What follows belongs to an exercise in optimizing a design on an open flow for small area; a production flow would make more cautious choices.
Function was checked by simulation only, so behaviour that the tests miss may differ from the original.
No driver is modelled on the clock port, so clock power and skew are understated where the tree is cut down; a real chip needs a root buffer or a tree.
Power and IR drop assume default switching activity.

==> flow/design.v (excerpt) <==
module ghrd_glue (
	input	wire		CLK_50_MAX10,	 
	input	wire		POR_n,		 
	input	wire		CPU_RESETn,	 
	input	wire [3:0]	USER_PB,	 
	input	wire [4:0]	USER_DIPSW,	 
	output	wire		system_reset_n,		 
	output	wire		ENETA_RESETn,		 
	output	wire		ENETB_RESETn,		 
	output	wire		USER_LED_4,		 
	output	wire [3:0]	debounced_user_pb,	 
	output	wire [4:0]	debounced_user_dipsw	 
);
	bit_syncin_debouncer system_reset_debouncer (
		.clk		(CLK_50_MAX10),
		.por_n		(POR_n),
		.data_in_n	(CPU_RESETn),
		.data_out_n	(system_reset_n)
	);
	wire			periphery_reset_n;
	binary_counter sysrunsig_cnt (
		.clk		(CLK_50_MAX10),
		.reset_n	(system_reset_n),
		.led		(USER_LED_4),
		.enet_n		(periphery_reset_n)
	);
	assign ENETA_RESETn = periphery_reset_n;
	assign ENETB_RESETn = periphery_reset_n;
	binary_debouncer #(
		.WIDTH		(9)
	) user_debouncer (
		.clk		(CLK_50_MAX10),
		.reset_n	(system_reset_n),
		.data_in	({USER_DIPSW, USER_PB}),
		.data_out	({debounced_user_dipsw, debounced_user_pb})
	);
endmodule
clock: 20.0 ns
lec_check: 0
cap_margin: 20
core_margin: 2
core_utilization: 40
slew_margin: 20
standard.sh (not shown) runs the stock make flow with config.mk's settings and CLKGATE_MAP_FILE= SYNTH_SCRIPT=/design/flow/synth_recipe.tcl, a recipe that flattens the netlist after the stock synthesis.
==> flow/flow/run.sh <==
#!/bin/bash
# The standard layout (standard.sh) with four changes:
#  - after the standard synthesis, remap.ys maps its logic again for area with ABC; the registers
#    (instances, names, cell types) are left as they are;
#  - ports get buf_1 buffers;
#  - the clock tree is the small two-level one cts_manual.tcl builds (root inv_8, 8 leaf inv_8);
#  - logic cells go to their smallest drive strength after CTS (post_cts.tcl).
# Logs: flow_synth.log, remap.log and flow_make.log here; each ORFS step's under orfs/logs/.
set -euo pipefail
W=$(pwd)
RES=$W/orfs/results/$FLOW_PLATFORM/ghrd_glue/base
LIB=$FLOW_HOME/platforms/$FLOW_PLATFORM/lib/sky130_fd_sc_hd__tt_025C_1v80.lib
YOSYS=$FLOW_HOME/../tools/install/yosys/bin/yosys
[[ -x $YOSYS ]] || YOSYS=yosys

bash standard.sh synth > $W/flow_synth.log 2>&1
cp $RES/1_2_yosys.v $W/standard_1_2_yosys.v
sed -e "s#@LIB@#$LIB#g" -e "s#@IN@#$W/standard_1_2_yosys.v#g" -e "s#@OUT@#$W/remapped.v#g" \
  $W/flow/remap.ys > $W/remap_run.ys
$YOSYS -s $W/remap_run.ys > $W/remap.log 2>&1
cp $W/remapped.v $RES/1_2_yosys.v
rm -f $RES/1_synth.odb $RES/1_synth.sdc

export PRE_CTS_TCL=$W/flow/cts_manual.tcl
export POST_CTS_TCL=$W/flow/post_cts.tcl
export MANUAL_CTS_LEAVES=8
export MANUAL_CTS_LEAF=sky130_fd_sc_hd__inv_8
export MANUAL_CTS_ROOT=sky130_fd_sc_hd__inv_8
bash standard.sh \
  BUFFER_PORTS_ARGS="-buffer_cell sky130_fd_sc_hd__buf_1" \
  PRE_CTS_TCL=$W/flow/cts_manual.tcl \
  POST_CTS_TCL=$W/flow/post_cts.tcl \
  finish > $W/flow_make.log 2>&1
==> flow/flow/remap.ys <==
# Area re-mapping of the standard synthesis's logic (run.sh fills in @LIB@, @IN@ and @OUT@).
# The registers and tie cells stay as they are (black boxes, same instances and names); every
# other cell is read as its function in the library and mapped again by ABC for area.
read_liberty -ignore_miss_func @LIB@
read_verilog @IN@
hierarchy -top ghrd_glue
blackbox sky130_fd_sc_hd__df* sky130_fd_sc_hd__edf* sky130_fd_sc_hd__sdf* sky130_fd_sc_hd__dl* sky130_fd_sc_hd__conb*
flatten
rename -hide w:_*_.*
hierarchy -top ghrd_glue
read_liberty -lib -ignore_redef @LIB@
opt_clean -purge
tee -o remap_before.txt stat -liberty @LIB@
abc -liberty @LIB@ -dont_use *probe* -dont_use *lpflow* -script +strash;dch,-f;map,-a;strash;dch,-f;map,-a
opt_clean -purge
splitnets
opt_clean -purge
hilomap -singleton -hicell sky130_fd_sc_hd__conb_1 HI -locell sky130_fd_sc_hd__conb_1 LO
insbuf -buf sky130_fd_sc_hd__buf_4 A X
check -assert -mapped
tee -o remap_after.txt stat -liberty @LIB@
write_verilog -noattr -nohex -nodec @OUT@
Other scripts of this flow, unchanged in this note and not shown: flow/flow/cts_manual.tcl, flow/flow/post_cts.tcl
Rerun with:
==> flow/flow/run.sh (replaced) <==
#!/bin/bash
# Standard layout (the standard.sh, unchanged synthesis) with three changes: ports get buf_1
# buffers; the clock tree is the small two-level one cts_manual.tcl builds (root inv_8, 8 leaf
# inv_8); logic cells go to their smallest drive strength after CTS (post_cts.tcl). make's output goes to flow_make.log; each ORFS step logs under orfs/logs/.
set -euo pipefail
W=$(pwd)
export PRE_CTS_TCL=$W/flow/cts_manual.tcl
export POST_CTS_TCL=$W/flow/post_cts.tcl
export MANUAL_CTS_LEAVES=8
export MANUAL_CTS_LEAF=sky130_fd_sc_hd__inv_8
export MANUAL_CTS_ROOT=sky130_fd_sc_hd__inv_8
bash standard.sh \
  BUFFER_PORTS_ARGS="-buffer_cell sky130_fd_sc_hd__buf_1" \
  PRE_CTS_TCL=$W/flow/cts_manual.tcl \
  POST_CTS_TCL=$W/flow/post_cts.tcl \
  finish > $W/flow_make.log 2>&1
removed: flow/flow/remap.ys
Effect: The new run produced a clean layout; total power came out lower by 0.63%; wire length went up by 0.37%; sequential power hardly moves; critical path depth came out higher by 1.
No run of this note takes its clock network from TritonCTS; it comes from the design's own scripts or RTL.

-- separate check: timing with driven ports --
The flow's constraints put no driver on any port. The routed layouts listed below were extracted and timed again, unchanged, in two steps.
Step 1, drivers: a clkbuf_16 drives CLK_50_MAX10 and a buf_2 each remaining input, both assumed.
Step 2 adds t to the input delays and takes it off the output delays; t is the mean of the earliest and latest rising clock arrival at the registers after step 1. Input paths then give back, and output paths get back, about the clock's delay inside the block.
a / b / c = ideal ports / drivers / drivers and shift; a / b = the first two.
run | shift t [ns] | setup WS [ns] | worst setup path at the end | clock arrival spread, ns | pins driven straight from the clock port
the first run | 0.272 | 14.454 / 14.405 / 14.676 | register to output | 0.009 / 0.009 | 1
the second run | 0.263 | 14.250 / 14.200 / 14.463 | register to output | 0.007 / 0.008 | 1
After both steps setup and hold are still met in every run listed.
